Source: an optimization exercise on an open RTL-to-GDS flow (aim: small area). Production flows keep margins and buffers that such runs may drop.
Only simulation tests tie the RTL to the original design; equivalence was not proved.
Power is estimated from default activity; no workload was simulated.

Setup of old:
==> module PE, before the edit <==
module PE (
    input  [7:0]  a,
    input         one0, two0, neg0,
    input         one1, two1, neg1,
    input         sh,
    input         act,
    input  [3:1]  kin,
    input         clk,
    output [15:0] c);
reg [15:0] acc;
reg cr9;
    wire tp1 = c[0] & ~sh;
    wire tp2 = (c[1] & ~sh) | kin[1];
    wire tp3 = (c[2] & ~sh) | kin[2];
    wire tp4 = (c[3] & ~sh) | kin[3];
    wire tp5 = sh ? c[0] : c[4];
    wire tp6 = sh ? c[1] : c[5];
    wire tp7 = sh ? c[2] : c[6];
    wire tp8 = sh ? c[3] : c[7];
    wire tp9 = sh ? c[4] : c[8];
    wire tp10 = sh ? c[5] : c[9];
    wire tp11 = sh ? c[6] : c[10];
    wire tp12 = sh ? c[7] : c[11];
    wire tp13 = sh ? c[8] : c[12];
    wire tp14 = sh ? c[9] : c[13];
    wire tp15 = sh ? c[10] : c[14];
    wire tp16 = sh ? c[11] : c[15];
    wire tp17 = (one0 & a[0]) ^ neg0;
    wire tp18 = ((one0 & a[1]) | (two0 & a[0])) ^ neg0;
    wire tp19 = ((one0 & a[2]) | (two0 & a[1])) ^ neg0;
    wire tp20 = ((one0 & a[3]) | (two0 & a[2])) ^ neg0;
    wire tp21 = ((one0 & a[4]) | (two0 & a[3])) ^ neg0;
    wire tp22 = ((one0 & a[5]) | (two0 & a[4])) ^ neg0;
    wire tp23 = ((one0 & a[6]) | (two0 & a[5])) ^ neg0;
    wire tp24 = ((one0 & a[7]) | (two0 & a[6])) ^ neg0;
    wire tp25 = act & ~(((one0 | two0) & a[7]) ^ neg0);
    wire tp26 = (one1 & a[0]) ^ neg1;
    wire tp27 = ((one1 & a[1]) | (two1 & a[0])) ^ neg1;
    wire tp28 = ((one1 & a[2]) | (two1 & a[1])) ^ neg1;
    wire tp29 = ((one1 & a[3]) | (two1 & a[2])) ^ neg1;
    wire tp30 = ((one1 & a[4]) | (two1 & a[3])) ^ neg1;
    wire tp31 = ((one1 & a[5]) | (two1 & a[4])) ^ neg1;
    wire tp32 = ((one1 & a[6]) | (two1 & a[5])) ^ neg1;
    wire tp33 = ((one1 & a[7]) | (two1 & a[6])) ^ neg1;
    wire tp34 = act & ~(((one1 | two1) & a[7]) ^ neg1);
    wire ts35 = tp1 ^ neg0 ^ tp17;
    wire tc36 = (tp1 & neg0) | (tp17 & (tp1 ^ neg0));
    wire ts37 = tp2 ^ tp18 ^ tc36;
    wire tc38 = (tp2 & tp18) | (tc36 & (tp2 ^ tp18));
    wire ts39 = tp3 ^ neg1 ^ tp19;
    wire tc40 = (tp3 & neg1) | (tp19 & (tp3 ^ neg1));
    wire ts41 = tp26 ^ ts39 ^ tc38;
    wire tc42 = (tp26 & ts39) | (tc38 & (tp26 ^ ts39));
    wire ts43 = tp4 ^ tp20 ^ tp27;
    wire tc44 = (tp4 & tp20) | (tp27 & (tp4 ^ tp20));
    wire ts45 = tc40 ^ ts43 ^ tc42;
    wire tc46 = (tc40 & ts43) | (tc42 & (tc40 ^ ts43));
    wire ts47 = tp5 ^ tp21 ^ tp28;
    wire tc48 = (tp5 & tp21) | (tp28 & (tp5 ^ tp21));
    wire ts49 = tc44 ^ ts47 ^ tc46;
    wire tc50 = (tc44 & ts47) | (tc46 & (tc44 ^ ts47));
    wire ts51 = tp6 ^ tp22 ^ tp29;
    wire tc52 = (tp6 & tp22) | (tp29 & (tp6 ^ tp22));
    wire ts53 = tc48 ^ ts51 ^ tc50;
    wire tc54 = (tc48 & ts51) | (tc50 & (tc48 ^ ts51));
    wire ts55 = tp7 ^ tp23 ^ tp30;
    wire tc56 = (tp7 & tp23) | (tp30 & (tp7 ^ tp23));
    wire ts57 = tc52 ^ ts55 ^ tc54;
    wire tc58 = (tc52 & ts55) | (tc54 & (tc52 ^ ts55));
    wire ts59 = tp8 ^ tp24 ^ tp31;
    wire tc60 = (tp8 & tp24) | (tp31 & (tp8 ^ tp24));
    wire ts61 = tc56 ^ ts59 ^ tc58;
    wire tc62 = (tc56 & ts59) | (tc58 & (tc56 ^ ts59));
    wire ts63 = tp9 ^ tp25 ^ tp32;
    wire tc64 = (tp9 & tp25) | (tp32 & (tp9 ^ tp25));
    wire ts65 = tc60 ^ ts63 ^ tc62;
    wire tc66 = (tc60 & ts63) | (tc62 & (tc60 ^ ts63));
    wire ts67 = tp10 ^ tp33 ^ tc64;
    wire tc68 = (tp10 & tp33) | (tc64 & (tp10 ^ tp33));
    wire ts69 = tp11 ^ tp34 ^ tc68;
    wire tc70 = (tp11 & tp34) | (tc68 & (tp11 ^ tp34));
    wire ts71 = tp12 ^ tc70;
    wire tc72 = tp12 & tc70;
    wire ts73 = tp13 ^ tc72;
    wire tc74 = tp13 & tc72;
    wire ts75 = tp14 ^ tc74;
    wire tc76 = tp14 & tc74;
    wire ts77 = tp15 ^ tc76;
    wire tc78 = tp15 & tc76;
    wire tx79 = tp16 ^ tc78;
wire [15:0] nxt = {tx79, ts77, ts75, ts73, ts71, ts69, ts67, ts65, ts61, ts57, ts53, ts49, ts45, ts41, ts37, ts35};
always @(posedge clk) begin
    acc <= nxt;
    cr9 <= tc66;
end
wire [15:0] k;    
assign c[0] = acc[0];
assign k[0] = 1'b0;
assign c[1] = acc[1];
assign k[1] = 1'b0;
assign c[2] = acc[2];
assign k[2] = 1'b0;
assign c[3] = acc[3];
assign k[3] = 1'b0;
assign c[4] = acc[4];
assign k[4] = 1'b0;
assign c[5] = acc[5];
assign k[5] = 1'b0;
assign c[6] = acc[6];
assign k[6] = 1'b0;
assign c[7] = acc[7];
assign k[7] = 1'b0;
assign c[8] = acc[8];
assign k[8] = 1'b0;
wire ci9 = cr9;
assign c[9] = acc[9] ^ ci9;
assign k[9] = acc[9] & ci9;
wire ci10 = k[9];
assign c[10] = acc[10] ^ ci10;
assign k[10] = acc[10] & ci10;
wire ci11 = k[10];
assign c[11] = acc[11] ^ ci11;
assign k[11] = acc[11] & ci11;
wire ci12 = k[11];
assign c[12] = acc[12] ^ ci12;
assign k[12] = acc[12] & ci12;
wire ci13 = k[12];
assign c[13] = acc[13] ^ ci13;
assign k[13] = acc[13] & ci13;
wire ci14 = k[13];
assign c[14] = acc[14] ^ ci14;
assign k[14] = acc[14] & ci14;
wire ci15 = k[14];
assign c[15] = acc[15] ^ ci15;
assign k[15] = acc[15] & ci15;
endmodule
==> flow/config.mk <==
export PLATFORM = sky130hd
export DESIGN_NAME = sys_mult
export DESIGN_NICKNAME = sys_mult
export VERILOG_FILES = /design/flow/design.v
export SDC_FILE = /design/flow/constraint.sdc
export NUM_CORES = 4
export LEC_CHECK = 0
export CAP_MARGIN = 0
export CORE_MARGIN = 2
export CORE_UTILIZATION = 65
export SLEW_MARGIN = 0
==> flow/constraint.sdc <==
create_clock -name core_clock -period 6.5 [get_ports {clk}]
set_input_delay 1.3000 -clock core_clock [delete_from_list [all_inputs] [get_ports {clk}]]
set_output_delay 1.3000 -clock core_clock [all_outputs]
set_load 0.01 [all_outputs]
standard.sh (not shown) runs the stock make flow with config.mk's settings and CLKGATE_MAP_FILE= SYNTH_SCRIPT=/design/flow/synth_recipe.tcl, a recipe that flattens the netlist after the stock synthesis.
==> flow/flow/run.sh <==
#!/bin/bash
# Layout flow: the standard flow (standard.sh) with these changes:
#  - after the standard synthesis, flow/fapol.py re-chooses the polarity of
#    full adders and of gates that have a complementary library cell, to
#    remove inverters (same logic, registers untouched), and the flow goes
#    on from that netlist;
#  - ports are buffered with buf_1 instead of the default buffer cell;
#  - CTS builds the tree from clkbuf_4/clkbuf_8 with larger sink clusters
#    and adds no dummy loads.
# Each tool's output goes to a log file of its own here.
set -euo pipefail
R=orfs/results/sky130hd/sys_mult/base
LIB=$FLOW_HOME/platforms/sky130hd/lib/sky130_fd_sc_hd__tt_025C_1v80.lib
bash standard.sh synth > synth.log 2>&1
cp $R/1_2_yosys.v $R/1_2_yosys_std.v
python3 flow/fapol.py $LIB $R/1_2_yosys_std.v $R/1_2_yosys.v > fapol.log 2>&1
rm -f $R/1_synth.odb $R/1_synth.sdc
bash standard.sh finish \
  BUFFER_PORTS_ARGS="-buffer_cell sky130_fd_sc_hd__buf_1" \
  CTS_ARGS="-sink_clustering_enable -sink_clustering_size 16 -sink_clustering_max_diameter 50 -repair_clock_nets -dont_use_dummy_load -buf_list {sky130_fd_sc_hd__clkbuf_4 sky130_fd_sc_hd__clkbuf_8}" \
  > finish.log 2>&1
Other scripts of this flow, unchanged in this note and not shown: flow/flow/fapol.py
Setup changes, old to new
diff --git a/flow/design.v b/flow/design.v
--- a/flow/design.v
+++ b/flow/design.v
@@ -8,7 +8,7 @@
     input         clk,
     output [15:0] c);
 reg [15:0] acc;
-reg cr9;
+reg cr8;
     wire tp1 = c[0] & ~sh;
     wire tp2 = (c[1] & ~sh) | kin[1];
     wire tp3 = (c[2] & ~sh) | kin[2];
@@ -73,25 +73,29 @@
     wire tc62 = (tc56 & ts59) | (tc58 & (tc56 ^ ts59));
     wire ts63 = tp9 ^ tp25 ^ tp32;
     wire tc64 = (tp9 & tp25) | (tp32 & (tp9 ^ tp25));
-    wire ts65 = tc60 ^ ts63 ^ tc62;
-    wire tc66 = (tc60 & ts63) | (tc62 & (tc60 ^ ts63));
+    wire ts65 = tc60 ^ ts63;
+    wire tc66 = tc60 & ts63;
     wire ts67 = tp10 ^ tp33 ^ tc64;
     wire tc68 = (tp10 & tp33) | (tc64 & (tp10 ^ tp33));
-    wire ts69 = tp11 ^ tp34 ^ tc68;
-    wire tc70 = (tp11 & tp34) | (tc68 & (tp11 ^ tp34));
-    wire ts71 = tp12 ^ tc70;
-    wire tc72 = tp12 & tc70;
-    wire ts73 = tp13 ^ tc72;
-    wire tc74 = tp13 & tc72;
-    wire ts75 = tp14 ^ tc74;
-    wire tc76 = tp14 & tc74;
-    wire ts77 = tp15 ^ tc76;
-    wire tc78 = tp15 & tc76;
-    wire tx79 = tp16 ^ tc78;
-wire [15:0] nxt = {tx79, ts77, ts75, ts73, ts71, ts69, ts67, ts65, ts61, ts57, ts53, ts49, ts45, ts41, ts37, ts35};
+    wire ts69 = tc66 ^ ts67;
+    wire tc70 = tc66 & ts67;
+    wire ts71 = tp11 ^ tp34 ^ tc68;
+    wire tc72 = (tp11 & tp34) | (tc68 & (tp11 ^ tp34));
+    wire ts73 = tc70 ^ ts71;
+    wire tc74 = tc70 & ts71;
+    wire ts75 = tp12 ^ tc72 ^ tc74;
+    wire tc76 = (tp12 & tc72) | (tc74 & (tp12 ^ tc72));
+    wire ts77 = tp13 ^ tc76;
+    wire tc78 = tp13 & tc76;
+    wire ts79 = tp14 ^ tc78;
+    wire tc80 = tp14 & tc78;
+    wire ts81 = tp15 ^ tc80;
+    wire tc82 = tp15 & tc80;
+    wire tx83 = tp16 ^ tc82;
+wire [15:0] nxt = {tx83, ts81, ts79, ts77, ts75, ts73, ts69, ts65, ts61, ts57, ts53, ts49, ts45, ts41, ts37, ts35};
 always @(posedge clk) begin
     acc <= nxt;
-    cr9 <= tc66;
+    cr8 <= tc62;
 end
 wire [15:0] k;    
 assign c[0] = acc[0];
@@ -110,9 +114,10 @@
 assign k[6] = 1'b0;
 assign c[7] = acc[7];
 assign k[7] = 1'b0;
-assign c[8] = acc[8];
-assign k[8] = 1'b0;
-wire ci9 = cr9;
+wire ci8 = cr8;
+assign c[8] = acc[8] ^ ci8;
+assign k[8] = acc[8] & ci8;
+wire ci9 = k[8];
 assign c[9] = acc[9] ^ ci9;
 assign k[9] = acc[9] & ci9;
 wire ci10 = k[9];
--- outcome ---
Going from old to new, worst hold slack after final layout up 0.0061 ns, routed wirelength normalized by instance count decreased about 0.9%, clock group power down about 3%, achievable clock frequency climbed about 5%, tightest slew margin relative to the limit climbed 12 points.
Comparing old and new, the higher clock period minus final worst setup slack was measured on old.
In new relative to old, synthesized area had gone up slightly.
Cell with the largest stage delay on the worst path: nor2_1 -> new, dfrtp_1 -> old
Sort old and new by multi-input gate share of total cell area, ascending, and old comes first.
Taking old as the reference point, the clock group share of total power of new falls by 0.6 points.

==> what the ideal ports hide <==
No port has a modelled driver above. Below, the same layouts with a new extraction and two added sets of constraints. Step 1 sets driving cells, clkbuf_16 on the clock port and buf_2 on the other inputs (assumed; they add their load-dependent delay and slew). Step 2 adds t to the input delays and takes it off the output delays; t is the mean of the earliest and latest rising clock arrival at the registers after step 1. Input paths then give back, and output paths get back, about the clock's delay inside the block. Slacks: no drivers / after step 1 / after step 2; pairs: no drivers / after step 1.
| run | t (ns) | setup slack, ns | hold WS [ns] | clock arrival spread, ns | worst data-port slew with drivers (ns) |
|---|---|---|---|---|---|
| old | 0.728 | 0.379 / 0.379 / 0.008 | 0.271 / 0.271 / 0.271 | 0.071 / 0.071 | 0.06 |
| new | 0.694 | 0.655 / 0.655 / 0.111 | 0.277 / 0.277 / 0.277 | 0.116 / 0.116 | 0.10 |
After both steps setup and hold are still met in every run listed. The setup slack of new, which loses most, moves by 0.000 ns with the drivers and by -0.544 ns with both steps.
